Background: an optimization exercise with open tools, aiming at a short achievable clock period and few clock cycles. Do not read the settings as production practice. The RTL was checked by simulation tests, not by an equivalence proof against the original design. Power and IR drop assume default switching activity.

==> flow/design.v (excerpt) <==
module Integration(input clk,
	 input rst,
	 output [31:0]mem_addr,
	 output [31:0]mem_wdata,
	 output mem_we,
	 input [31:0]mem_rdata
 );
	localparam OP_R = 6'b000000, OP_LW = 6'b100011, OP_SW = 6'b101011,
	           OP_BEQ = 6'b000100, OP_J = 6'b001000;
	reg [31:0] rf [0:9];
	reg [9:0] pc_f;      
	reg [9:0] a_lo;      
	reg d_valid;
	reg [31:0] d_ir;
	reg [9:0] d_pc;
	reg [9:0] d_pc1;     
	reg [9:0] d_rs_oh, d_rt_oh;    
	reg e_valid;
	reg [9:0] e_pc;
	reg e_rwe;           
	reg e_ldwe;          
	reg [4:0] e_wa;      
	reg e_mem, e_st, e_beq;
	reg [31:0] e_a, e_b, e_opb;
	reg [31:0] e_g, e_p, e_gc, e_pp;
	reg e_b_w;           
	reg e_opb_b;         
	reg e_sub, e_and;
	reg [9:0] e_tgt;
	reg e_tgt_nz;        
	reg m_active, m_st, m_ldwe;
	reg [3:0] m_wa;
	reg [31:0] m_addr, m_data;
	reg w_we;
	reg [3:0] w_wa;
	reg [31:0] w_res;
	wire stall = m_active;
	wire [31:0] kg [0:5];
	wire [31:0] kp [0:5];
	assign kg[0] = e_gc;     
	assign kp[0] = e_pp;
	genvar gl, gi;
	generate
		for (gl = 0; gl < 5; gl = gl + 1) begin : ks
			for (gi = 0; gi < 32; gi = gi + 1) begin : b
				if (gi >= (1 << gl)) begin : c
					assign kg[gl + 1][gi] = kg[gl][gi] | (kp[gl][gi] & kg[gl][gi - (1 << gl)]);
					assign kp[gl + 1][gi] = kp[gl][gi] & kp[gl][gi - (1 << gl)];
				end else begin : n
					assign kg[gl + 1][gi] = kg[gl][gi];
					assign kp[gl + 1][gi] = kp[gl][gi];
				end
			end
		end
	endgenerate
	wire [31:0] e_x = e_and ? e_g : (e_p & ~e_g);
	wire [31:0] sum = e_x ^ {kg[5][30:0], e_sub};
	wire [31:0] res = sum;
	reg br_pend;
	reg [9:0] br_tgt;
	wire e_exec = e_valid & ~stall & ~br_pend;
	wire e_taken = e_exec & e_beq & e_tgt_nz & ~|(e_p & ~e_g);    
	wire m_next = e_exec & e_mem;
	wire [4:0] d_rs = d_ir[25:21];
	wire [4:0] d_rt = d_ir[20:16];
	wire [4:0] d_rd = d_ir[15:11];
	wire [9:0] d_tgt = d_pc1 + d_ir[9:0];
  ...
Settings: LEC_CHECK=0, CAP_MARGIN=20, CORE_MARGIN=2, CORE_UTILIZATION=40, SLEW_MARGIN=20; clock period 8.0 ns.
standard.sh (not shown) runs the stock make flow with config.mk's settings and CLKGATE_MAP_FILE= SYNTH_SCRIPT=/design/flow/synth_recipe.tcl, a recipe that flattens the netlist after the stock synthesis.
==> flow/flow/run.sh <==
#!/bin/bash
set -euo pipefail
export BUFFER_PORTS_ARGS="-inputs -outputs -buffer_cell sky130_fd_sc_hd__buf_8"
bash standard.sh SETUP_SLACK_MARGIN=6 MATCH_CELL_FOOTPRINT=0 finish > run_make.log 2>&1
Testbench counts at the start, summed over its fixed seeds: cycles 10,250.
Next try:
--- a/flow/design.v
+++ b/flow/design.v
@@ -12,13 +12,14 @@
 	reg [9:0] pc_f;      
 	reg [9:0] a_lo;      
 	reg d_valid;
 	reg [31:0] d_ir;
 	reg [9:0] d_pc;
 	reg [9:0] d_pc1;     
-	reg [9:0] d_rs_oh, d_rt_oh;    
+	reg [31:0] d_ra, d_rb, d_pval;
+	reg d_pw_a, d_pw_b;
 	reg e_valid;
 	reg [9:0] e_pc;
 	reg e_rwe;           
 	reg e_ldwe;          
 	reg [4:0] e_wa;      
 	reg e_mem, e_st, e_beq;
@@ -65,22 +66,14 @@
 	wire [4:0] d_rs = d_ir[25:21];
 	wire [4:0] d_rt = d_ir[20:16];
 	wire [4:0] d_rd = d_ir[15:11];
 	wire [9:0] d_tgt = d_pc1 + d_ir[9:0];
 	wire d_tgt_nz = |d_ir[9:0];
 	reg d_isr, d_isld, d_isst, d_isbeq, d_same, d_sub, d_and, d_rwe, d_ldwe;
-	reg [31:0] rf_a, rf_b;
-	integer k;
-	always @(*) begin
-		rf_a = 32'b0;
-		rf_b = 32'b0;
-		for (k = 0; k < 10; k = k + 1) begin
-			rf_a = rf_a | (rf[k] & {32{d_rs_oh[k]}});
-			rf_b = rf_b | (rf[k] & {32{d_rt_oh[k]}});
-		end
-	end
+	wire [31:0] rf_a = d_pw_a ? d_pval : d_ra;
+	wire [31:0] rf_b = d_pw_b ? d_pval : d_rb;
 	reg c_ea, c_eb;
 	reg e_byp_a, e_byp_b, w_byp_a, w_byp_b;
 	wire e_ldb_a = e_exec & e_ldwe & c_ea;
 	wire e_ldb_b = e_exec & e_ldwe & c_eb;
 	wire [4:0] d_wa = d_isr ? d_rd : d_rt;
 	wire [31:0] aw = w_byp_a ? w_res : rf_a;
@@ -98,23 +91,28 @@
 	wire f_isr = (mem_rdata[31:26] == OP_R);
 	wire f_isld = (mem_rdata[31:26] == OP_LW);
 	wire d_redirect = ~br_pend & d_valid & d_isbeq & d_same & d_tgt_nz;
 	wire smc_hit = m_st & ((e_valid & (m_addr[9:0] == e_pc)) |
 	                       (d_valid & (m_addr[9:0] == d_pc)));
 	wire [9:0] smc_pc = e_valid ? e_pc : d_pc;
-	wire [9:0] pc_other = br_pend ? br_tgt : (d_redirect ? d_tgt : pc_inc);
+	wire [9:0] pc_other = br_pend ? br_tgt : pc_inc;
 	wire j_en = ~stall & ~br_pend & ~d_redirect;
 	wire [9:0] pc_keep = stall ? (smc_hit ? smc_pc : pc_f) : pc_other;
 	wire [9:0] a_keep = stall ? (smc_hit ? smc_pc : pc_f) : (m_next ? sum[9:0] : pc_other);
-	wire [9:0] pc_next = (f_isj & j_en) ? mem_rdata[9:0] : pc_keep;
-	wire [9:0] a_next = (f_isj & j_en & ~m_next) ? mem_rdata[9:0] : a_keep;
-	reg [9:0] f_rs_oh, f_rt_oh;
+	wire d_take = ~stall & ~br_pend & d_redirect;
+	wire [9:0] pc_next = d_take ? d_tgt : ((f_isj & j_en) ? mem_rdata[9:0] : pc_keep);
+	wire [9:0] a_next = (d_take & ~m_next) ? d_tgt :
+	                    ((f_isj & j_en & ~m_next) ? mem_rdata[9:0] : a_keep);
+	reg [31:0] f_ra, f_rb;
+	integer k;
 	always @(*) begin
+		f_ra = 32'b0;
+		f_rb = 32'b0;
 		for (k = 0; k < 10; k = k + 1) begin
-			f_rs_oh[k] = (mem_rdata[25:21] == k);
-			f_rt_oh[k] = (mem_rdata[20:16] == k);
+			f_ra = f_ra | (rf[k] & {32{f_rs == k}});
+			f_rb = f_rb | (rf[k] & {32{f_rt == k}});
 		end
 	end
 	reg ld_a, ld_b;      
 	wire [31:0] ld_a_val = ld_a ? mem_rdata : e_a;
 	wire [31:0] ld_b_val = ld_b ? mem_rdata : e_b;
 	wire [31:0] ld_opb_val = (ld_b & e_opb_b) ? (mem_rdata ^ {32{e_sub}}) : e_opb;
@@ -199,14 +197,17 @@
 			d_sub <= f_isr & (mem_rdata[5:0] == 6'd1);
 			d_and <= f_isr & (mem_rdata[5:0] == 6'd2);
 			d_rwe <= f_isr & (mem_rdata[15:11] < 5'd10);
 			d_ldwe <= f_isld & (f_rt < 5'd10);
 			d_pc <= pc_f;
 			d_pc1 <= pc_inc;
-			d_rs_oh <= f_rs_oh;
-			d_rt_oh <= f_rt_oh;
+			d_ra <= f_ra;
+			d_rb <= f_rb;
+			d_pval <= w_res;
+			d_pw_a <= w_we & (f_rs == {1'b0, w_wa});
+			d_pw_b <= w_we & (f_rt == {1'b0, w_wa});
 		end
 	end
 	always @(posedge clk or posedge rst) begin
 		if (rst)
 			pc_f <= 0;
 		else if (~boot_bad)
Result:
- The new run went through all stages and came out clean
- routed wire length rose by 19%
- global-route usage goes up by 0.71 points
- fmax shrinks by 3.3%
- worst setup slack is worse by 97 ps
- via count is higher by 16%
- power shrinks by 7.2%
- worst hold slack is about the same
- synthesized cell count increases by 11%
- cell count climbs by 13%
- synthesized area rose by 12%
- clock-buffer cell count came out higher by 16
- die area rose by 12%
- design area climbs by 15%
Testbench counts after the change, summed over its fixed seeds: cycles 10,250.

static timing again, ports no longer ideal:
Ports are ideal in the flow. The routed layouts listed here were re-timed in OpenROAD. Step 1 sets driving cells, clkbuf_16 on the clock port and buf_2 on the other inputs (assumed; they add their load-dependent delay and slew). Step 2 adds t to the input delays and takes it off the output delays; t is the mean of the earliest and latest rising clock arrival at the registers after step 1. Input paths then give back, and output paths get back, about the clock's delay inside the block. a / b / c = ideal / step 1 / step 2; a / b = the first two.
run | t (ns) | slack for setup (ns) | worst setup path at the end | worst data-port slew with drivers (ns) | cell pins on the clock port's net
the first run | 0.735 | 5.176 / 5.167 / 4.652 | input to register | 0.20 | 1
the second run | 0.774 | 5.079 / 5.115 / 4.342 | input to register | 0.37 | 1
After both steps every run listed still meets setup and hold. The setup slack of the second run, which loses most, moves by +0.036 ns with the drivers and by -0.737 ns with both steps.
